This design comes from an exercise in tuning for small area on the open sky130 flow, not from production work.
In this exercise RTL edits were held to simulation tests only and were not proved equivalent to the original.
Power figures rest on the tool's default switching activity, not on a simulated workload.

### flow/design.v
module mips_core(
	input         clk,
	input         reset,
	output [31:0] imem_addr,
	input  [31:0] imem_rdata,
	output [31:0] dmem_addr,
	output [31:0] dmem_wdata,
	output        dmem_we,
	output        dmem_re,
	input  [31:0] dmem_rdata
	);
	localparam [3:0] A_ZERO = 4'd0, A_ADD = 4'd1, A_SUB = 4'd2, A_AND = 4'd3,
	                 A_OR   = 4'd4, A_SLT = 4'd5, A_SLL = 4'd6, A_SRL = 4'd7,
	                 A_SRA  = 4'd8, A_LUI = 4'd9;
	reg  [31:0] pc;                  
	reg  [31:0] pc_id;               
	reg  [31:0] ir;
	reg  [31:0] a_ex, b_ex;          
	reg  [15:0] imm_ex;
	reg         immhi_ex;            
	reg  [4:0]  rn_ex;
	reg  [3:0]  aop_ex;
	reg         alusrc_ex, mr_ex, mw_ex, rw_ex, lw_ex, jal_ex;
	reg         fam_ex, fbm_ex, faw_ex, fbw_ex;    
	reg  [31:0] res_mem, b_mem;      
	reg  [4:0]  rn_mem;
	reg         mr_mem, mw_mem, rw_mem, lw_mem, jal_mem;
	reg  [31:0] wd;                  
	reg  [4:0]  rn_wb;
	reg         rw_wb;
	reg  [31:0] gpr [1:31];
	reg  [31:1] gv;
	wire wdnz = |wd;
	wire [5:0] op = ir[31:26];
	wire [5:0] fn = ir[5:0];
	wire [4:0] rs = ir[25:21];
	wire [4:0] rt = ir[20:16];
	wire [4:0] rd = ir[15:11];
	wire isR    = (op == 6'h00);
	wire r_addu = isR & (fn == 6'h21);
	wire r_add  = isR & (fn == 6'h20);
	wire r_subu = isR & (fn == 6'h23);
	wire r_sub  = isR & (fn == 6'h22);
	wire r_and  = isR & (fn == 6'h24);
	wire r_or   = isR & (fn == 6'h25);
	wire r_slt  = isR & (fn == 6'h2a);
	wire r_sll  = isR & (fn == 6'h00);
	wire r_srl  = isR & (fn == 6'h02);
	wire r_sra  = isR & (fn == 6'h03);
	wire r_jr   = isR & (fn == 6'h08);
	wire i_addi = (op == 6'h08);
	wire i_slti = (op == 6'h0a);
	wire i_ori  = (op == 6'h0d);
	wire i_lui  = (op == 6'h0f);
	wire i_beq  = (op == 6'h04);
	wire i_bne  = (op == 6'h05);
	wire i_j    = (op == 6'h02);
	wire i_jal  = (op == 6'h03);
	wire i_lw   = (op == 6'h23);
	wire i_sw   = (op == 6'h2b);
	wire r_alu  = r_addu | r_add | r_subu | r_sub | r_and | r_or | r_slt | r_sll | r_srl | r_sra;
	wire d_rw   = r_alu | i_addi | i_slti | i_ori | i_lui | i_jal | i_lw;
	wire d_src  = i_addi | i_slti | i_ori | i_lui | i_lw | i_sw;
	wire d_sx   = i_addi | i_slti | i_lw | i_sw;
	wire [4:0] d_rn = r_alu ? rd : (i_jal ? 5'd31 : rt);
	reg [3:0] d_aop;
	always @(*) begin
		d_aop = A_ZERO;
		if (r_addu | r_add | i_addi | i_lw | i_sw) d_aop = A_ADD;
		if (r_subu | r_sub)  d_aop = A_SUB;
		if (r_and)           d_aop = A_AND;
		if (r_or | i_ori)    d_aop = A_OR;
		if (r_slt | i_slti)  d_aop = A_SLT;
		if (r_sll)           d_aop = A_SLL;
		if (r_srl)           d_aop = A_SRL;
		if (r_sra)           d_aop = A_SRA;
		if (i_lui)           d_aop = A_LUI;
	end
	wire rsnz = |rs;
	wire rtnz = |rt;
	wire wtA = wdnz & (rn_wb == rs);
	wire wtB = wdnz & (rn_wb == rt);
	wire [31:0] sa, sb;
	assign sa[0] = rsnz & wtA;
	assign sb[0] = rtnz & wtB;
	wire [31:0] grfA, grfB;
	genvar g, b;
	generate
		for (g = 1; g < 32; g = g + 1) begin : sel
			assign sa[g] = (rs == g) & gv[g] & ~wtA;
			assign sb[g] = (rt == g) & gv[g] & ~wtB;
		end
		for (b = 0; b < 32; b = b + 1) begin : rdp
			wire [31:0] col;
			assign col[0] = wd[b];
			for (g = 1; g < 32; g = g + 1) begin : c
				assign col[g] = gpr[g][b];
			end
			rf_mux32 ma(.s(sa), .d(col), .y(grfA[b]));
			rf_mux32 mb(.s(sb), .d(col), .y(grfB[b]));
		end
	endgenerate
	wire ex_rs  = (rn_ex == rs);
	wire ex_rt  = (rn_ex == rt);
	wire mem_rs = (rn_mem == rs);
	wire mem_rt = (rn_mem == rt);
	wire stall = (mr_ex | (rw_ex & jal_ex)) & (ex_rs | ex_rt);
	wire fi_a1 = rw_mem & rsnz & ex_rs;
	wire fi_b1 = rw_mem & rtnz & ex_rt & ~fi_a1;
	wire fi_x  = fi_a1 | (rw_mem & rtnz & ex_rt);
	wire fi_a2 = ~fi_x & rw_wb & rsnz & mem_rs;
	wire fi_b2 = ~fi_x & ~(rw_wb & rsnz & mem_rs) & rw_wb & rtnz & mem_rt;
	wire [31:0] alu_out;
	wire [31:0] cmpA, cmpB;    
	sel3n u_cmpa(.s1(fi_a1), .d1(alu_out), .s2(fi_a2), .d2(wd), .s0(~(fi_a1 | fi_a2)), .d0(grfA), .y(cmpA));
	sel3n u_cmpb(.s1(fi_b1), .d1(alu_out), .s2(fi_b2), .d2(wd), .s0(~(fi_b1 | fi_b2)), .d0(grfB), .y(cmpB));
	wire eq;
	eq32 u_eq(.a(cmpA), .b(cmpB), .eq(eq));
	wire taken = (i_beq & eq) | (i_bne & ~eq);
	wire fe_a1 = rw_ex & rsnz & ex_rs;
	wire fe_b1 = rw_ex & rtnz & ex_rt & ~fe_a1;
	wire fe_x  = fe_a1 | (rw_ex & rtnz & ex_rt);
	wire fe_a2 = ~fe_x & rw_mem & rsnz & mem_rs;
	wire fe_b2 = ~fe_x & ~(rw_mem & rsnz & mem_rs) & rw_mem & rtnz & mem_rt;
	wire [29:0] pc4h, brh, pcm4h;
	inc30 u_pc4(.a(pc[31:2]), .y(pc4h));
	add30c1 u_br(.a(pc_id[31:2]), .b({{14{ir[15]}}, ir[15:0]}), .y(brh));
	dec30 u_pcm4(.a(pc_id[31:2]), .y(pcm4h));
	wire flush = ~stall & (taken | i_j | i_jal | r_jr);
	wire n_br = ~stall & taken;
	wire n_j  = ~stall & (i_j | i_jal);
	wire n_jr = ~stall & r_jr;
	wire n_4  = ~stall & ~taken & ~(i_j | i_jal) & ~r_jr;
	wire [31:0] npc;
	sel5 u_npc(.s0(stall), .d0(pc),
	           .s1(n_br),  .d1({brh, pc_id[1:0]}),
	           .s2(n_j),   .d2({pc4h[29:26], ir[25:0], 2'b00}),
	           .s3(n_jr),  .d3(grfA),
	           .s4(n_4),   .d4({pc4h, pc[1:0]}),
	           .y(npc));
	wire [31:0] fA, fB;
	sel3 u_fa(.s1(fam_ex), .d1(res_mem), .s2(faw_ex), .d2(wd), .s0(~(fam_ex | faw_ex)), .d0(a_ex), .y(fA));
	sel3 u_fb(.s1(fbm_ex), .d1(res_mem), .s2(fbw_ex), .d2(wd), .s0(~(fbm_ex | fbw_ex)), .d0(b_ex), .y(fB));
	wire [31:0] opB = alusrc_ex ? {{16{immhi_ex}}, imm_ex} : fB;
	wire c_sub  = (aop_ex == A_SUB) | (aop_ex == A_SLT);
	wire c_sum  = (aop_ex == A_ADD) | (aop_ex == A_SUB);
	wire c_log  = (aop_ex == A_AND) | (aop_ex == A_OR);
	wire c_or   = (aop_ex == A_OR);
	wire c_slt  = (aop_ex == A_SLT);
	wire c_left = (aop_ex == A_SLL) | (aop_ex == A_LUI);
	wire c_sl   = c_left;
	wire c_sr   = (aop_ex == A_SRL) | (aop_ex == A_SRA);
	wire c_fill = (aop_ex == A_SRA) & opB[31];
	wire [4:0] c_sh = (aop_ex == A_LUI) ? 5'd16 : imm_ex[10:6];
	alu32 u_alu(.a(fA), .b(opB), .sub(c_sub), .e_sum(c_sum), .e_log(c_log), .log_or(c_or),
	            .e_slt(c_slt), .left(c_left), .e_sl(c_sl), .e_sr(c_sr), .fill(c_fill), .sh(c_sh),
	            .y(alu_out));
	assign imem_addr  = pc;
	assign dmem_addr  = res_mem;
	assign dmem_wdata = b_mem;
	assign dmem_we    = mw_mem;
	assign dmem_re    = mr_mem;
	always @(posedge clk or posedge reset) begin
		if (reset) begin
			pc <= 32'h00003000;
			ir <= 32'b0;
			rn_ex <= 5'b0; aop_ex <= A_ZERO; immhi_ex <= 1'b0;
			alusrc_ex <= 1'b0; mr_ex <= 1'b0; mw_ex <= 1'b0; rw_ex <= 1'b0;
			lw_ex <= 1'b0; jal_ex <= 1'b0;
			fam_ex <= 1'b0; fbm_ex <= 1'b0; faw_ex <= 1'b0; fbw_ex <= 1'b0;
			res_mem <= 32'b0; rn_mem <= 5'b0;
			mr_mem <= 1'b0; mw_mem <= 1'b0; rw_mem <= 1'b0; lw_mem <= 1'b0; jal_mem <= 1'b0;
			rn_wb <= 5'b0; rw_wb <= 1'b0;
		end else begin
			pc <= npc;
			ir <= flush ? 32'b0 : imem_rdata;
			rn_ex <= d_rn; aop_ex <= d_aop; immhi_ex <= d_sx & ir[15];
			alusrc_ex <= d_src;
			mr_ex <= i_lw & ~stall; mw_ex <= i_sw & ~stall; rw_ex <= d_rw & ~stall;
			lw_ex <= i_lw; jal_ex <= i_jal;
			fam_ex <= fe_a1; fbm_ex <= fe_b1; faw_ex <= fe_a2; fbw_ex <= fe_b2;
			res_mem <= alu_out; rn_mem <= rn_ex;
			mr_mem <= mr_ex; mw_mem <= mw_ex; rw_mem <= rw_ex; lw_mem <= lw_ex; jal_mem <= jal_ex;
			rn_wb <= rn_mem; rw_wb <= rw_mem;
		end
	end
	always @(posedge clk) begin
		pc_id  <= pc;
		a_ex   <= grfA;
		b_ex   <= grfB;
		imm_ex <= ir[15:0];
		b_mem  <= fB;
		wd     <= (lw_mem ? dmem_rdata : res_mem) | ({32{jal_mem}} & {pcm4h, pc_id[1:0]});
	end
	always @(posedge clk or posedge reset) begin
		if (reset) gv <= 31'b0;
		else if (rw_wb && rn_wb != 5'd0) gv[rn_wb] <= 1'b1;
	end
	generate
		for (g = 1; g < 32; g = g + 1) begin : regs
			always @(posedge clk)
				if (rw_wb && rn_wb == g) gpr[g] <= wd;
		end
	endgenerate
endmodule
module alu32(
	input  [31:0] a,
	input  [31:0] b,
	input         sub,       
	input         e_sum,     
	input         e_log,     
	input         log_or,
	input         e_slt,
	input         left,      
	input         e_sl,
	input         e_sr,
	input         fill,      
	input  [4:0]  sh,
	output [31:0] y
	);
	wire [31:0] bx;
	wire [31:0] sum;
	genvar i;
	generate for (i = 0; i < 32; i = i + 1) begin : inv
		cell_xor2 u(.a(b[i]), .b(sub), .y(bx[i]));
	end endgenerate
	csa32 u_add(.a(a), .b(bx), .ci(sub), .s(sum));
	wire lt = (a[31] ^ b[31]) ? a[31] : sum[31];
	wire fn = ~fill;
	wire [31:0] s0n, s1, s2n, s3, s4n, s5;
	generate for (i = 0; i < 32; i = i + 1) begin : sft
		cell_mux2i m0(.a0(b[i]), .a1(b[31-i]), .s(left), .y(s0n[i]));
		cell_mux2i m1(.a0(s0n[i]), .a1(i + 16 < 32 ? s0n[(i + 16) % 32] : fn), .s(sh[4]), .y(s1[i]));
		cell_mux2i m2(.a0(s1[i]),  .a1(i + 8  < 32 ? s1[(i + 8) % 32]   : fill), .s(sh[3]), .y(s2n[i]));
		cell_mux2i m3(.a0(s2n[i]), .a1(i + 4  < 32 ? s2n[(i + 4) % 32]  : fn), .s(sh[2]), .y(s3[i]));
		cell_mux2i m4(.a0(s3[i]),  .a1(i + 2  < 32 ? s3[(i + 2) % 32]   : fill), .s(sh[1]), .y(s4n[i]));
		cell_mux2i m5(.a0(s4n[i]), .a1(i + 1  < 32 ? s4n[(i + 1) % 32]  : fn), .s(sh[0]), .y(s5[i]));
	end endgenerate
	generate for (i = 0; i < 32; i = i + 1) begin : res
		wire lg, t1, t2;
		cell_maj3 ml(.a(a[i]), .b(b[i]), .c(log_or), .y(lg));
		cell_a222oi ao(.a1(e_sum), .a2(sum[i]), .b1(e_log), .b2(lg), .c1(e_sr), .c2(s5[i]), .y(t1));
		cell_nand2 nl(.a(e_sl), .b(s5[31-i]), .y(t2));
		if (i == 0) begin : b0
			wire t3;
			cell_nand2 ns(.a(e_slt), .b(lt), .y(t3));
			cell_nand3 o(.a(t1), .b(t2), .c(t3), .y(y[i]));
		end else begin : bn
			cell_nand2 o(.a(t1), .b(t2), .y(y[i]));
		end
	end endgenerate
endmodule
module csa32(input [31:0] a, input [31:0] b, input ci, output [31:0] s);
	wire cl;
	wire [15:0] h0, h1;
	wire c0, c1;
	rca16 lo(.a(a[15:0]), .b(b[15:0]), .ci(ci), .s(s[15:0]), .co(cl));
	rca16 hi0(.a(a[31:16]), .b(b[31:16]), .ci(1'b0), .s(h0), .co(c0));
	rca16 hi1(.a(a[31:16]), .b(b[31:16]), .ci(1'b1), .s(h1), .co(c1));
	assign s[31:16] = cl ? h1 : h0;
endmodule
module rca16(input [15:0] a, input [15:0] b, input ci, output [15:0] s, output co);
	wire [16:0] c;
	assign c[0] = ci;
	genvar i;
	generate for (i = 0; i < 16; i = i + 1) begin : r
		assign s[i] = a[i] ^ b[i] ^ c[i];
		assign c[i+1] = (a[i] & b[i]) | (c[i] & (a[i] ^ b[i]));
	end endgenerate
	assign co = c[16];
endmodule
module sel3(input s0, input [31:0] d0, input s1, input [31:0] d1, input s2, input [31:0] d2, output [31:0] y);
	wire [31:0] yn;
	sel3n u(.s0(s0), .d0(d0), .s1(s1), .d1(d1), .s2(s2), .d2(d2), .y(yn));
	genvar i;
	generate for (i = 0; i < 32; i = i + 1) begin : b
		cell_inv v(.a(yn[i]), .y(y[i]));
	end endgenerate
endmodule
module sel3n(input s0, input [31:0] d0, input s1, input [31:0] d1, input s2, input [31:0] d2, output [31:0] y);
	genvar i;
	generate for (i = 0; i < 32; i = i + 1) begin : b
		cell_a222oi u(.a1(s0), .a2(d0[i]), .b1(s1), .b2(d1[i]), .c1(s2), .c2(d2[i]), .y(y[i]));
	end endgenerate
endmodule
module sel5(input s0, input [31:0] d0, input s1, input [31:0] d1, input s2, input [31:0] d2,
            input s3, input [31:0] d3, input s4, input [31:0] d4, output [31:0] y);
	assign y = ({32{s0}} & d0) | ({32{s1}} & d1) | ({32{s2}} & d2) | ({32{s3}} & d3) | ({32{s4}} & d4);
endmodule
module eq32(input [31:0] a, input [31:0] b, output eq);
	assign eq = ~|(a ^ b);
endmodule
module rf_mux32(input [31:0] s, input [31:0] d, output y);
	wire [9:0] t;
	genvar i;
	generate for (i = 0; i < 10; i = i + 1) begin : g3
		cell_a222oi u(.a1(s[3*i]), .a2(d[3*i]), .b1(s[3*i+1]), .b2(d[3*i+1]), .c1(s[3*i+2]), .c2(d[3*i+2]), .y(t[i]));
	end endgenerate
	wire u30, u31;
	cell_nand2 u10(.a(s[30]), .b(d[30]), .y(u30));
	cell_nand2 u11(.a(s[31]), .b(d[31]), .y(u31));
	wire n0, n1, n2;
	cell_nand4 v0(.a(t[0]), .b(t[1]), .c(t[2]), .d(t[3]), .y(n0));
	cell_nand4 v1(.a(t[4]), .b(t[5]), .c(t[6]), .d(t[7]), .y(n1));
	cell_nand4 v2(.a(t[8]), .b(t[9]), .c(u30), .d(u31), .y(n2));
	cell_or3 w(.a(n0), .b(n1), .c(n2), .y(y));
endmodule
module cell_a222oi(input a1, a2, b1, b2, c1, c2, output y); assign y = ~((a1 & a2) | (b1 & b2) | (c1 & c2)); endmodule
module cell_a22oi(input a1, a2, b1, b2, output y); assign y = ~((a1 & a2) | (b1 & b2)); endmodule
module cell_nand2(input a, b, output y); assign y = ~(a & b); endmodule
module cell_inv(input a, output y); assign y = ~a; endmodule
module cell_xor2(input a, b, output y); assign y = a ^ b; endmodule
module cell_maj3(input a, b, c, output y); assign y = (a & b) | (c & (a | b)); endmodule
module cell_mux2i(input a0, a1, s, output y); assign y = ~(s ? a1 : a0); endmodule
module cell_nand4(input a, b, c, d, output y); assign y = ~(a & b & c & d); endmodule
module cell_nand3(input a, b, c, output y); assign y = ~(a & b & c); endmodule
module cell_or3(input a, b, c, output y); assign y = a | b | c; endmodule
module inc30(input [29:0] a, output [29:0] y);
	wire [30:0] c;
	assign c[0] = 1'b1;
	genvar i;
	generate for (i = 0; i < 30; i = i + 1) begin : r
		assign y[i] = a[i] ^ c[i];
		assign c[i+1] = a[i] & c[i];
	end endgenerate
endmodule
module dec30(input [29:0] a, output [29:0] y);
	wire [30:0] c;
	assign c[0] = 1'b1;
	genvar i;
	generate for (i = 0; i < 30; i = i + 1) begin : r
		assign y[i] = a[i] ^ c[i];
		assign c[i+1] = ~a[i] & c[i];
	end endgenerate
endmodule
module add30c1(input [29:0] a, input [29:0] b, output [29:0] y);
	wire [30:0] c;
	assign c[0] = 1'b1;
	genvar i;
	generate for (i = 0; i < 30; i = i + 1) begin : r
		assign y[i] = a[i] ^ b[i] ^ c[i];
		assign c[i+1] = (a[i] & b[i]) | (c[i] & (a[i] ^ b[i]));
	end endgenerate
endmodule
### flow/run.sh
#!/bin/bash
# synth_recipe.tcl (not shown) runs the flow's synth.tcl, then flattens the netlist and writes it again
# the make line also repeats each setting of config.mk as NAME=value (left out here)
make -C /OpenROAD-flow-scripts/flow DESIGN_CONFIG=/design/flow/config.mk WORK_HOME=/design/flow/orfs CLKGATE_MAP_FILE= SYNTH_SCRIPT=/design/flow/synth_recipe.tcl finish
### flow/config.mk
export PLATFORM = sky130hd
export DESIGN_NAME = mips_core
export DESIGN_NICKNAME = mips_core
export VERILOG_FILES = /design/flow/design.v
export SDC_FILE = /design/flow/constraint.sdc
export NUM_CORES = 4
export LEC_CHECK = 0
export CAP_MARGIN = 20
export CORE_MARGIN = 2
export CORE_UTILIZATION = 55
export SLEW_MARGIN = 20
export SYNTH_HIERARCHICAL = 1
export SYNTH_MINIMUM_KEEP_SIZE = 0
### flow/constraint.sdc
create_clock -name core_clock -period 15.0 [get_ports {clk}]
set_input_delay 3.0000 -clock core_clock [delete_from_list [all_inputs] [get_ports {clk}]]
set_output_delay 3.0000 -clock core_clock [all_outputs]
set_load 0.01 [all_outputs]
==> reports/results.ini, run 1 <==
[run_status]
run_status = complete, no violations

[sta]
tns_ns = 0
worstMarginPinSlew_ns = 1.23
clock.fmax_ghz = 0.0793
worst_hold_slack_ns = 0.349
hold_viol_final = 0
rsz0062_at_grt = no
period_share = 0.840
fin_skew_ns = 0.0479
setup_viol = 0
slew-limit-headroom = 0.172
drv_slew = 0
post-route-min-period_ns = 12.61

[hold_path]
hp-class = reg2reg
hp-start = lw_ex$_DFF_PP0_

[placed_design]
port_buffers = 163
dp.cells = 5670
gp_congestion = 1.00
hpwl_mm = 150

[detailed_routing]
drt_first_pass_iters = 12
met1Wirelength_mm = 80.9
viasPerCell = 7.95
drtIter0Drc = 12106
wl_per_cell_um = 41.3
via_count = 47271
top_layer = met5
ant_nets = 0
drc = 0
finalWirelength_mm = 246
route.met2.wl_mm = 104
wl_met3_mm = 39.9

[critical_path]
critPathArrivalTime_ns = 13.25
worstPathRequired_ns = 15.64
r2r-start = ir[0]$_DFF_PP0_
critPathMaxFanout = 10
cp_common_cell = fa_1
endpoint_kind = register
crit_type = reg2reg
worst_setup_path_start_kind = register
cp_slowest_cell = dfrtp_1
slowest_delay_ns = 0.48
crit_start = ir[0]$_DFF_PP0_

[clocking]
cts_tree = yes
cts_setup_buffers = 0
h-tree-depth = 4
cts-root-buf = clkbuf_16
path_clk_slew_ns = 0.06
cts.path.max_buffers = 3
clk_latency_ns = 0.79
holdBufCountCts = 0
numCtsBuffers = 140
cts.sinks = 1331
ctsResizeCount = 0

[finish]
layout-drive-gt1-share = 0.126
final_cell_count_no_fill = 5943
layout.nets = 4635
nFillCells = 7805
utilization = 0.648
area_growth_syn_to_layout_pct = 16.6
multi_input_area_um2 = 20700
regArea_um2 = 37400

[yosys]
syn_inst = 3989
syn_avg_cell_area_um2 = 14.7
syn_area_um2 = 58800
yosysWarnings = 8

[floorplan]
fp.dieW_um = 331
ioPinCount = 164
dieArea_um2 = 110000
dieHeight_um = 331
initial_core_util = 0.556
rows = 119
core-area_um2 = 106000

[run]
maxCapViolCount = 0

[power_and_ir_drop]
p_leak_nw = 25.5
vdd_drop_max_v = 0.000117
p_per_area_nw_per_um2 = 133

[grt]
grt_max_degree = 90
grt_pass1_vias = 44355
grt_pass1_wl_mm = 335
grt.overflow.total = 0
grt.total_usage = 0.441
antenna_found_initial = 15

stage by stage:
stage                     setup WS [ns]  area [um^2]  power (mW)
after global placement             2.52        63700        5.56
after CTS                          2.42        68400        9.08
after detailed placement           2.41        63700        5.57
final                              2.39        68500        9.13
after floorplan                    2.73        58800        5.00
after global routing               2.00        68500        9.35
routing by layer:
| metal | GRT usage | vias to the layer above |
|---|---|---|
| li1 | - | 18423 |
| met1 | 0.551 | 23237 |
| met4 | 0.309 | 4 |
| met2 | 0.641 | 4660 |
| met5 | 0.000435 | - |
| met3 | 0.157 | 947 |
path summary, 6_finish.rpt:
path                       slack (ns)  cells past startpoint                 end
max in group asynchronous       10.96                      3  gv[10]$_DFFE_PP0P_
setup / recovery                 2.39                     34    pc[31]$_DFF_PP0_
hold reg to reg                  0.35                      0    lw_mem$_DFF_PP0_
min in group asynchronous        2.78                      2    ir[15]$_DFF_PP0_
setup reg to reg                 2.39                     34    pc[31]$_DFF_PP0_
hold / removal                   0.35                      0    lw_mem$_DFF_PP0_
layout by cell type (no fill, tap or decap), drive strengths merged, types with 17 or more instances in the layout:
| cell type | count |
|---|---|
| edfxtp | 992 |
| a222oi | 832 |
| nand2 | 256 |
| inv | 221 |
| nand4 | 210 |
| buf | 194 |
| clkbuf | 194 |
| mux2i | 193 |
| dfxtp | 176 |
| clkdlybuf4s50 | 163 |
| dfrtp | 161 |
| xor2 | 92 |
| nor2 | 77 |
| fa | 76 |
| or3 | 69 |
| ha | 69 |
| a22oi | 64 |
| o21ai | 53 |
| and3 | 51 |
| clkinv | 44 |
| mux2 | 37 |
| and2 | 36 |
| maj3 | 33 |
| o21bai | 30 |
| nand3 | 26 |
| nor3 | 20 |
| nor2b | 19 |
| nor4 | 17 |
power breakdown:
part           leakage (nW)  total (mW)  switching, mW  internal (mW)
Clock                  2.28        3.57           1.50           2.08
Sequential             13.1        4.31          0.170           4.14
Combinational          10.1        1.25          0.770          0.476
cell type report:
| type | count | share of cell area |
|---|---|---|
| Sequential cell | 1331 | 0.546 |
| Multi-Input combinational cell | 2375 | 0.302 |
| Clock buffer | 194 | 0.0577 |
| Timing Repair Buffer | 357 | 0.0460 |
| Tap cell | 1391 | 0.0254 |
| Inverter | 219 | 0.0121 |
| Clock inverter | 61 | 0.0109 |
| Antenna cell | 15 | 0.000548 |
state kept, by name (all words and copies together), names as in the netlist, 5 cells and up:
name     cells
gv          31
rn_ex        5
gpr        992
imm_ex      16
ir          32
pc_id       32
b_mem       32
a_ex        32
wd          32
rn_wb        5
pc          32
rn_mem       5
b_ex        32
res_mem     32
critical path: cells and delay by family (launching register included):
family | cells | cell delay (ns)
DFF | 1 | 0.48
and+or+nand+nor | 1 | 0.08
AOI/OAI and AO/OA | 1 | 0.19
buffers and inverters | 2 | 0.14
xor gates and xnor gates | 1 | 0.37
adders and majority gates | 29 | 11.21
==> run 2: changes to the inputs <==
==> flow/flow/run.sh (new file) <==
#!/bin/bash
# Own flow: the standard layout (standard.sh, unchanged synthesis, floorplan, power grid,
# placement, routing), with two arguments changed:
#  - the port buffers are buf_1 cells (buffer_ports -buffer_cell) instead of the default choice;
#  - clock tree synthesis uses clkbuf_4 cells, clusters of at most 8 flip-flops within 50 um,
#    and inserts no dummy loads.
# make's full output goes to standard.log; ORFS keeps each step's log under orfs/logs.
set -euo pipefail
bash standard.sh \
  "BUFFER_PORTS_ARGS=-buffer_cell sky130_fd_sc_hd__buf_1" \
  "CTS_ARGS=-sink_clustering_enable -repair_clock_nets -dont_use_dummy_load -buf_list sky130_fd_sc_hd__clkbuf_4 -sink_clustering_size 8 -sink_clustering_max_diameter 50" \
  finish > standard.log 2>&1
==> flow/standard.sh (new file) <==
#!/bin/bash
# synth_recipe.tcl (not shown) runs the flow's synth.tcl, then flattens the netlist and writes it again
# the make line also repeats each setting of config.mk as NAME=value (left out here)
make -C /OpenROAD-flow-scripts/flow DESIGN_CONFIG=/design/flow/config.mk WORK_HOME=/design/flow/orfs CLKGATE_MAP_FILE= SYNTH_SCRIPT=/design/flow/synth_recipe.tcl "${@:-finish}"
removed: flow/run.sh
==> run 2 against run 1 <==
Still clean. Die area is the same. Register-to-register slack better by 0.07 ns. Routed wire length is 0.14% higher. Final cell count shrank 1.1%. First-iteration DRC count decreased by 5.0%. Clock skew up 0.070 ns. Global-route usage increased by 0.18 points. Sequential cell count unchanged. Sequential share of layout area is 3.7 points higher. Synthesized cell count unchanged.
==> reports/results.ini, run 2 <==
[run]
maxCapViolCount = 0  ; unchanged

[yosys]
syn_inst = 3989  ; unchanged
syn_avg_cell_area_um2 = 14.7  ; unchanged
yosysWarnings = 8  ; unchanged
syn_area_um2 = 58800  ; unchanged

[grt]
grt.total_usage = 0.443  ; was 0.441
grt_pass1_wl_mm = 337  ; was 335 mm
antenna_found_initial = 19  ; was 15
grt_pass1_vias = 45043  ; was 44355
grt.overflow.total = 0  ; unchanged
grt_max_degree = 86  ; was 90

[clocking]
cts_setup_buffers = 0  ; unchanged
cts.sinks = 1331  ; unchanged
holdBufCountCts = 0  ; unchanged
cts.path.max_buffers = 3  ; unchanged
ctsResizeCount = 0  ; unchanged
path_clk_slew_ns = 0.10  ; was 0.06 ns
cts-root-buf = clkbuf_4  ; was clkbuf_16
h-tree-depth = 4  ; unchanged
cts_tree = yes  ; unchanged
numCtsBuffers = 190  ; was 140
clk_latency_ns = 1.24  ; was 0.79 ns

[critical_path]
worstPathRequired_ns = 16.07  ; was 15.64 ns
worst_setup_path_start_kind = register  ; unchanged
cp_common_cell = fa_1  ; unchanged
cp_slowest_cell = dfrtp_1  ; unchanged
slowest_delay_ns = 0.49  ; was 0.48 ns
cp.depth = 34  ; unchanged
r2r-start = ir[0]$_DFF_PP0_  ; unchanged
crit_start = ir[0]$_DFF_PP0_  ; unchanged
endpoint_kind = register  ; unchanged
ff2ff_path_depth = 34  ; unchanged
critPathBufInv = 2  ; unchanged
critPathMaxFanout = 10  ; unchanged
path_delay_family = adder cells  ; unchanged
crit_type = reg2reg  ; unchanged
critPathArrivalTime_ns = 13.61  ; was 13.25 ns

[power_and_ir_drop]
vdd_drop_max_v = 0.0000793  ; was 0.000117 V
p_per_area_nw_per_um2 = 113  ; was 133 nW/um^2
power_mw = 7.25  ; was 9.13 mW
p_leak_nw = 23.7  ; was 25.5 nW

[finish]
layout.cells.most_common = edfxtp_1  ; unchanged
largest_reg_flops = 992  ; unchanged
layout-drive-gt1-share = 0.125  ; was 0.126
area_growth_syn_to_layout_pct = 9.11  ; was 16.6%
layout_common_cells = 992 x edfxtp_1, 832 x a222oi_1, 256 x nand2_1  ; unchanged
layout.nets = 4677  ; was 4635
top_register = gpr  ; unchanged

[sta]
fin_skew_ns = 0.118  ; was 0.0479 ns
setup_viol = 0  ; unchanged
worstMarginPinSlew_ns = 1.22  ; was 1.23 ns
rsz0062_at_grt = no  ; unchanged
period_share = 0.836  ; was 0.840
drv_slew = 0  ; unchanged
slew-limit-headroom = 0.172  ; about the same
hold_viol_final = 0  ; unchanged
clock.fmax_ghz = 0.0798  ; was 0.0793 GHz
post-route-min-period_ns = 12.54  ; was 12.61 ns
tns_ns = 0  ; unchanged

[detailed_routing]
via_count = 47273  ; was 47271
drc = 0  ; unchanged
drtIter0Drc = 11504  ; was 12106
wl_per_cell_um = 41.8  ; was 41.3 um
finalWirelength_mm = 246  ; about the same
drt_first_pass_iters = 14  ; was 12
viasPerCell = 8.04  ; was 7.95
ant_nets = 0  ; unchanged

[floorplan]
ioPinCount = 164  ; unchanged
rows = 119  ; unchanged
core-area_um2 = 106000  ; unchanged
initial_core_util = 0.556  ; unchanged
fp.dieW_um = 331  ; unchanged
dieHeight_um = 331  ; unchanged
dieArea_um2 = 110000  ; unchanged

[placed_design]
hpwl_mm = 147  ; was 150 mm
port_buffers = 163  ; unchanged
gp_congestion = 1.01  ; was 1.00

[run_status]
run_status = complete, no violations  ; unchanged

[hold_path]
hp-class = reg2reg  ; unchanged
worstHoldPathCells = 0  ; unchanged
hp-start = mw_ex$_DFF_PP0_  ; was lw_ex$_DFF_PP0_

## run 2: metrics by stage
step,utilization,cell area [um^2],hold WS [ns],std cells,worst slack [ns]
CTS,0.606,64100,0.354,5853,2.51
floorplan,-,58800,0.331,3990,2.73
global placement,0.592,62600,0.336,5663,2.52
detailed placement,0.592,62600,0.335,5663,2.38
global route,0.606,64100,0.356,5862,2.00
finish,0.607,64200,0.352,5878,2.46
## run 2: where the power goes
group	internal (mW)	leakage, nW	switching (mW)	total, mW
sequential	4.13	13.1	0.171	4.30
combinational	0.400	9.67	0.772	1.17
clock	0.578	0.874	1.20	1.78
## run 2: final cells by class
type / instances / area, um^2
Fill cell: 8348 / 41600
Sequential cell: 1331 / 37400
Inverter: 219 / 827
Tap cell: 1391 / 1740
Multi-Input combinational cell: 2375 / 20700
Antenna cell: 23 / 57.6
Timing Repair Buffer: 349 / 2040
Clock buffer: 190 / 1430
## run 2: per-layer routing
metal | routed length, um | global-route usage | share of wire
met2 | 104000 | 0.642 | 0.42
met1 | 81800 | 0.548 | 0.33
met4 | 21200 | 0.314 | 0.086
met5 | 69 | 0 | 0.00028
met3 | 39200 | 0.165 | 0.16
## run 2: path summary, 6_finish.rpt
path | to | slack [ns]
max | pc[31]$_DFF_PP0_ | 2.46
min | mw_mem$_DFF_PP0_ | 0.35
max reg2reg | pc[31]$_DFF_PP0_ | 2.46
min reg2reg | mw_mem$_DFF_PP0_ | 0.35
max in group asynchronous | fbm_ex$_DFF_PP0_ | 11.14
min in group asynchronous | ir[16]$_DFF_PP0_ | 1.99
==> run 3: changes to the inputs <==
--- a/flow/design.v
+++ b/flow/design.v
@@ -155,6 +155,8 @@
 	alu32 u_alu(.a(fA), .b(opB), .sub(c_sub), .e_sum(c_sum), .e_log(c_log), .log_or(c_or),
 	            .e_slt(c_slt), .left(c_left), .e_sl(c_sl), .e_sr(c_sr), .fill(c_fill), .sh(c_sh),
 	            .y(alu_out));
+	wire [31:0] wd_d;
+	sel3 u_wd(.s0(lw_mem), .d0(dmem_rdata), .s1(~lw_mem), .d1(res_mem), .s2(jal_mem), .d2({pcm4h, pc_id[1:0]}), .y(wd_d));
 	assign imem_addr  = pc;
 	assign dmem_addr  = res_mem;
 	assign dmem_wdata = b_mem;
@@ -190,7 +192,7 @@
 		b_ex   <= grfB;
 		imm_ex <= ir[15:0];
 		b_mem  <= fB;
-		wd     <= (lw_mem ? dmem_rdata : res_mem) | ({32{jal_mem}} & {pcm4h, pc_id[1:0]});
+		wd     <= wd_d;
 	end
 	always @(posedge clk or posedge reset) begin
 		if (reset) gv <= 31'b0;
@@ -285,7 +287,14 @@
 endmodule
 module sel5(input s0, input [31:0] d0, input s1, input [31:0] d1, input s2, input [31:0] d2,
             input s3, input [31:0] d3, input s4, input [31:0] d4, output [31:0] y);
-	assign y = ({32{s0}} & d0) | ({32{s1}} & d1) | ({32{s2}} & d2) | ({32{s3}} & d3) | ({32{s4}} & d4);
+	genvar i;
+	generate for (i = 0; i < 32; i = i + 1) begin : b
+		wire t0, t1, t2;
+		cell_a222oi u(.a1(s0), .a2(d0[i]), .b1(s1), .b2(d1[i]), .c1(s2), .c2(d2[i]), .y(t0));
+		cell_nand2 v(.a(s3), .b(d3[i]), .y(t1));
+		cell_nand2 w(.a(s4), .b(d4[i]), .y(t2));
+		cell_nand3 o(.a(t0), .b(t1), .c(t2), .y(y[i]));
+	end endgenerate
 endmodule
 module eq32(input [31:0] a, input [31:0] b, output eq);
 	assign eq = ~|(a ^ b);
==> run 3 against run 2 <==
Critical path depth is the same. Area after synthesis shrank 0.28%. Clock power is essentially flat. Non-clock buffer count shrank 11. Largest cell class unchanged. Highest routed layer unchanged.
==> reports/results.ini, run 3 <==
[power_and_ir_drop]
power.net_switching_mw = 2.25  ; was 2.14 mW
power_mw = 7.38  ; was 7.25 mW
vdd_drop_max_v = 0.0000691  ; was 0.0000793 V
p_leak_nw = 23.8  ; was 23.7 nW
power_frac_comb = 0.171  ; was 0.162
p_clk_frac = 0.241  ; was 0.245
p_sw_frac = 0.304  ; was 0.296
seqPwrFrac = 0.588  ; was 0.593
intPower_mw = 5.14  ; was 5.11 mW
p_per_area_nw_per_um2 = 115  ; was 113 nW/um^2

[sta]
slew-limit-headroom = 0.185  ; was 0.172
period_share = 0.845  ; was 0.836
tns_ns = 0  ; unchanged
setup_viol = 0  ; unchanged
clock.fmax_ghz = 0.0789  ; was 0.0798 GHz
fin_skew_ns = 0.163  ; was 0.118 ns
worstMarginPinSlew_ns = 1.22  ; about the same
rsz0062_at_grt = no  ; unchanged
worst_hold_slack_ns = 0.349  ; was 0.352 ns
drv_slew = 0  ; unchanged
hold_viol_final = 0  ; unchanged
post-route-min-period_ns = 12.67  ; was 12.54 ns

[clocking]
cts_tree = yes  ; unchanged
h-tree-depth = 4  ; unchanged
numCtsBuffers = 190  ; unchanged
holdBufCountCts = 0  ; unchanged
cts_setup_buffers = 0  ; unchanged
cts-root-buf = clkbuf_4  ; unchanged
cts.path.max_buffers = 3  ; unchanged
path_clk_slew_ns = 0.10  ; about the same
clk_latency_ns = 1.24  ; about the same
ctsResizeCount = 0  ; unchanged
cts.sinks = 1331  ; unchanged

[critical_path]
cp_common_cell = fa_1  ; unchanged
endpoint_kind = register  ; unchanged
worstPathRequired_ns = 16.06  ; was 16.07 ns
critPathBufInv = 2  ; unchanged
critPathMaxFanout = 11  ; was 10
critPathArrivalTime_ns = 13.73  ; was 13.61 ns
cp_slowest_cell = dfrtp_1  ; unchanged
slowest_delay_ns = 0.49  ; about the same
crit_start = ir[0]$_DFF_PP0_  ; unchanged
crit_type = reg2reg  ; unchanged
path_delay_family = adder cells  ; unchanged
worst_setup_path_start_kind = register  ; unchanged
r2r-start = ir[0]$_DFF_PP0_  ; unchanged

[floorplan]
dieHeight_um = 331  ; about the same
initial_core_util = 0.555  ; was 0.556
dieArea_um2 = 109000  ; was 110000 um^2
ioPinCount = 164  ; unchanged
fp.dieW_um = 331  ; about the same
core-area_um2 = 106000  ; about the same
rows = 119  ; unchanged

[grt]
grt.overflow.total = 0  ; unchanged
antenna_found_initial = 27  ; was 19
grt.total_usage = 0.446  ; was 0.443
grt_pass1_vias = 44313  ; was 45043
grt_max_degree = 63  ; was 86
grt_pass1_wl_mm = 337  ; about the same

[placed_design]
hpwl_mm = 151  ; was 147 mm
dp.cells = 5630  ; was 5663
port_buffers = 163  ; unchanged
gp_congestion = 0.968  ; was 1.01

[detailed_routing]
finalWirelength_mm = 246  ; about the same
ant_nets = 0  ; unchanged
via_count = 47250  ; was 47273
drt_first_pass_iters = 14  ; unchanged
drtIter0Drc = 11438  ; was 11504
drc = 0  ; unchanged
viasPerCell = 8.08  ; was 8.04
wl_per_cell_um = 42.1  ; was 41.8 um

[finish]
regArea_um2 = 37400  ; about the same
multi_input_area_um2 = 20600  ; was 20700 um^2
layout.cells.most_common = edfxtp_1  ; unchanged
layout.nets = 4643  ; was 4677
utilization = 0.606  ; was 0.607
layout-drive-gt1-share = 0.123  ; was 0.125
largest_reg_flops = 992  ; unchanged
layout_common_cells = 992 x edfxtp_1, 864 x a222oi_1, 287 x nand2_1  ; was 992 x edfxtp_1, 832 x a222oi_1, 256 x nand2_1
nFillCells = 8366  ; was 8348
final_cell_count_no_fill = 5847  ; was 5878
top_register = gpr  ; unchanged
area_growth_syn_to_layout_pct = 9.11  ; about the same

[yosys]
yosysWarnings = 8  ; unchanged
syn_inst = 3946  ; was 3989
syn_area_um2 = 58600  ; was 58800 um^2
syn_avg_cell_area_um2 = 14.9  ; was 14.7 um^2

[hold_path]
hp-class = reg2reg  ; unchanged
hp-start = mw_ex$_DFF_PP0_  ; unchanged

[run]
maxCapViolCount = 0  ; unchanged

[run_status]
run_status = complete, no violations  ; unchanged

[run 3: worst paths after layout]
kind	slack [ns]	depth (start not counted)	to
worst max-delay path	2.33	34	pc[31]$_DFF_PP0_
min in group asynchronous	1.91	2	pc[20]$_DFF_PP0_
max in group asynchronous	11.84	3	gv[24]$_DFFE_PP0P_
worst min register to register	0.35	0	mw_mem$_DFF_PP0_
worst min-delay path	0.35	0	mw_mem$_DFF_PP0_
worst max register to register	2.33	34	pc[31]$_DFF_PP0_
[run 3: stage by stage]
stage	cell area (um^2)	setup slack, ns
final	64000	2.33
after floorplan	58600	2.04
after global routing	63900	1.75
after CTS	63900	2.35
after detailed placement	62500	2.33
after global placement	62500	2.48
[run 3: layer usage]
layer	share of wire	GRT usage	up-vias	wire length, um
li1	-	-	18393	-
met3	0.16	0.158	908	40200
met5	0.00048	0	-	117
met1	0.33	0.570	23338	82400
met2	0.42	0.645	4597	104000
met4	0.079	0.290	14	19400
[run 3: power groups by stage]
stage                     combinational [mW]  sequential (mW)  clock (mW)
after floorplan                        0.684             4.38           0
after global placement                  1.20             4.41           0
after detailed placement                1.21             4.41           0
after CTS                               1.22             4.33        1.78
after global routing                    1.34             4.35        1.92
final                                   1.26             4.34        1.78
[run 3: cell type report]
cell class              count  area share
repair buffers            338      0.0303
inverters                 218      0.0129
well taps                1391      0.0272
flip-flops and latches   1331       0.585
multi-input cells        2353       0.322
diodes                     26     0.00102
clock buffers             190      0.0223
==> run 4: changes to the inputs <==
--- a/flow/config.mk
+++ b/flow/config.mk
@@ -5,9 +5,9 @@
 export SDC_FILE = /design/flow/constraint.sdc
 export NUM_CORES = 4
 export LEC_CHECK = 0
-export CAP_MARGIN = 20
+export CAP_MARGIN = 10
 export CORE_MARGIN = 2
 export CORE_UTILIZATION = 55
-export SLEW_MARGIN = 20
+export SLEW_MARGIN = 10
 export SYNTH_HIERARCHICAL = 1
 export SYNTH_MINIMUM_KEEP_SIZE = 0
==> run 4 against run 3 <==
Still clean. Power about the same. Area after synthesis is the same. Combinational power hardly changed. Final cell count about the same. Register-to-register slack got worse by 0.06 ns. Sequential power about the same. Clock skew fell by 0.010 ns. Cell area barely moved. Die area unchanged. Count of clock-buffer cells in the layout unchanged.
==> reports/results.ini, run 4 <==
[finish]
final_area_um2 = 64000  ; about the same
utilization = 0.606  ; about the same
layout_common_cells = 992 x edfxtp_1, 864 x a222oi_1, 287 x nand2_1  ; unchanged
final_cell_count_no_fill = 5849  ; was 5847
layout-drive-gt1-share = 0.123  ; about the same
top_register = gpr  ; unchanged
layout.nets = 4642  ; was 4643
multi_input_area_um2 = 20600  ; unchanged
area_growth_syn_to_layout_pct = 9.09  ; was 9.11%
layout.cells.most_common = edfxtp_1  ; unchanged
regArea_um2 = 37400  ; unchanged
nFillCells = 8370  ; was 8366
largest_reg_flops = 992  ; unchanged

[floorplan]
initial_core_util = 0.555  ; unchanged
dieArea_um2 = 109000  ; unchanged
ioPinCount = 164  ; unchanged
fp.dieW_um = 331  ; unchanged
dieHeight_um = 331  ; unchanged
core-area_um2 = 106000  ; unchanged
rows = 119  ; unchanged

[grt]
use_met2 = 0.645  ; unchanged
grt_use_met1 = 0.570  ; unchanged
top_usage_layer = met2  ; unchanged
gr-usage-met3 = 0.158  ; unchanged
grt_pass1_vias = 44313  ; unchanged
antenna_found_initial = 27  ; unchanged
grt_pass1_wl_mm = 337  ; unchanged
grt.overflow.total = 0  ; unchanged
grt.total_usage = 0.446  ; unchanged
grt_max_degree = 63  ; unchanged

[critical_path]
endpoint_kind = register  ; unchanged
cp_slowest_cell = dfrtp_1  ; unchanged
crit_type = reg2reg  ; unchanged
cp_common_cell = fa_1  ; unchanged
critPathMaxFanout = 33  ; was 11
worst_setup_path_start_kind = register  ; unchanged
worstPathRequired_ns = 16.08  ; was 16.06 ns
critPathArrivalTime_ns = 13.81  ; was 13.73 ns
slowest_delay_ns = 0.56  ; was 0.49 ns

[yosys]
syn_inst = 3946  ; unchanged
syn_avg_cell_area_um2 = 14.9  ; unchanged
yosysWarnings = 8  ; unchanged
syn_area_um2 = 58600  ; unchanged

[sta]
worstMarginPinSlew_ns = 1.27  ; was 1.22 ns
drv_slew = 0  ; unchanged
setup_viol = 0  ; unchanged
rsz0062_at_grt = no  ; unchanged
post-route-min-period_ns = 12.73  ; was 12.67 ns
tns_ns = 0  ; unchanged
fin_ws_ns = 2.27  ; was 2.33 ns
hold_viol_final = 0  ; unchanged
clock.fmax_ghz = 0.0785  ; was 0.0789 GHz
slew-limit-headroom = 0.154  ; was 0.185
fin_skew_ns = 0.153  ; was 0.163 ns
period_share = 0.849  ; was 0.845
worst_hold_slack_ns = 0.349  ; about the same

[detailed_routing]
via_count = 47363  ; was 47250
drtIter0Drc = 11887  ; was 11438
viasPerCell = 8.10  ; was 8.08
drt_first_pass_iters = 15  ; was 14
drc = 0  ; unchanged
finalWirelength_mm = 246  ; about the same
wl_per_cell_um = 42.1  ; about the same
ant_nets = 0  ; unchanged

[placed_design]
gp_congestion = 0.968  ; unchanged
placed_area_um2 = 62500  ; unchanged
hpwl_mm = 151  ; unchanged
pre_cts_ws_ns = 2.33  ; unchanged
port_buffers = 163  ; unchanged
dp.cells = 5630  ; unchanged

[clocking]
numCtsBuffers = 190  ; unchanged
cts.sinks = 1331  ; unchanged
cts-root-buf = clkbuf_4  ; unchanged
cts.path.max_buffers = 3  ; unchanged
clk_latency_ns = 1.24  ; about the same
holdBufCountCts = 0  ; unchanged
cts_setup_buffers = 0  ; unchanged
ctsResizeCount = 0  ; unchanged
cts_tree = yes  ; unchanged
h-tree-depth = 4  ; unchanged
path_clk_slew_ns = 0.10  ; about the same

[run]
maxCapViolCount = 0  ; unchanged

[power_and_ir_drop]
vdd_drop_max_v = 0.0000695  ; was 0.0000691 V
p_per_area_nw_per_um2 = 115  ; about the same
power_mw = 7.38  ; about the same
p_leak_nw = 23.8  ; about the same

[run_status]
run_status = complete, no violations  ; unchanged

[hold_path]
hp-class = reg2reg  ; unchanged

==> run 4: final timing paths <==
kind | start | endpoint | slack, ns | cells after the start
worst max-delay path | aop_ex[0]$_DFF_PP0_ | pc[8]$_DFF_PP0_ | 2.27 | 40
worst min-delay path | mw_ex$_DFF_PP0_ | mw_mem$_DFF_PP0_ | 0.35 | 0
worst max register to register | aop_ex[0]$_DFF_PP0_ | pc[8]$_DFF_PP0_ | 2.27 | 40
worst min register to register | mw_ex$_DFF_PP0_ | mw_mem$_DFF_PP0_ | 0.35 | 0
max in group asynchronous | reset | gv[24]$_DFFE_PP0P_ | 11.85 | 3
min in group asynchronous | reset | ir[5]$_DFF_PP0_ | 1.89 | 2
==> run 4: report_power, final <==
group | switching, mW | internal [mW]
clock | 1.20 | 0.577
sequential | 0.201 | 4.14
combinational | 0.844 | 0.421
==> run 4: worst max-delay path: cells and delay by family (launching register included) <==
| kind | cells | cell delay [ns] |
|---|---|---|
| AO/OA/AOI/OAI | 4 | 0.87 |
| XOR/XNOR | 3 | 0.54 |
| adder cells (fa/ha/maj) | 16 | 5.94 |
| buffers and inverters | 6 | 1.48 |
| flip-flops | 1 | 0.56 |
| multiplexers | 2 | 0.61 |
| AND/OR/NAND/NOR | 9 | 2.63 |
==> run 4: area by class of cell <==
cell class              count  share of cell area
diodes                     29             0.00113
clock buffers             190              0.0223
inverters                 218              0.0129
multi-input cells        2353               0.322
flip-flops and latches   1331               0.585
well taps                1391              0.0272
repair buffers            337              0.0300
==> run 4: per-layer routing <==
layer,part of all wire,vias up
li1,-,18407
met1,0.33,23410
met2,0.42,4656
met3,0.17,876
met4,0.077,14
met5,0.00042,-

## what the ideal ports hide
No port has a modelled driver above. Below, the same layouts with a new extraction and two added sets of constraints. Step 1 (the two cells are an assumption about what drives the block):
set clk [get_ports {clk}]
set_driving_cell -lib_cell sky130_fd_sc_hd__clkbuf_16 $clk
set_driving_cell -lib_cell sky130_fd_sc_hd__buf_2 [delete_from_list [all_inputs] $clk]
Step 2 also shifts input and output timing later by t, the mid clock arrival at the registers, as if the neighbouring blocks saw the same clock. Three values: ideal, step 1, step 2; two values: the first two.
run	shift t [ns]	slack for setup (ns)	clock arrival spread, ns	worst register clock-pin slew, ns	pins driven straight from the clock port
run 1	0.843	2.393 / 2.393 / 2.393	0.048 / 0.048	0.07 / 0.07	1
run 2	1.242	2.462 / 2.462 / 2.462	0.149 / 0.149	0.10 / 0.10	1
run 3	1.230	2.331 / 2.331 / 2.331	0.169 / 0.169	0.11 / 0.11	1
run 4	1.236	2.268 / 2.268 / 2.268	0.157 / 0.157	0.11 / 0.11	1
After both steps setup and hold are still met in every run listed.
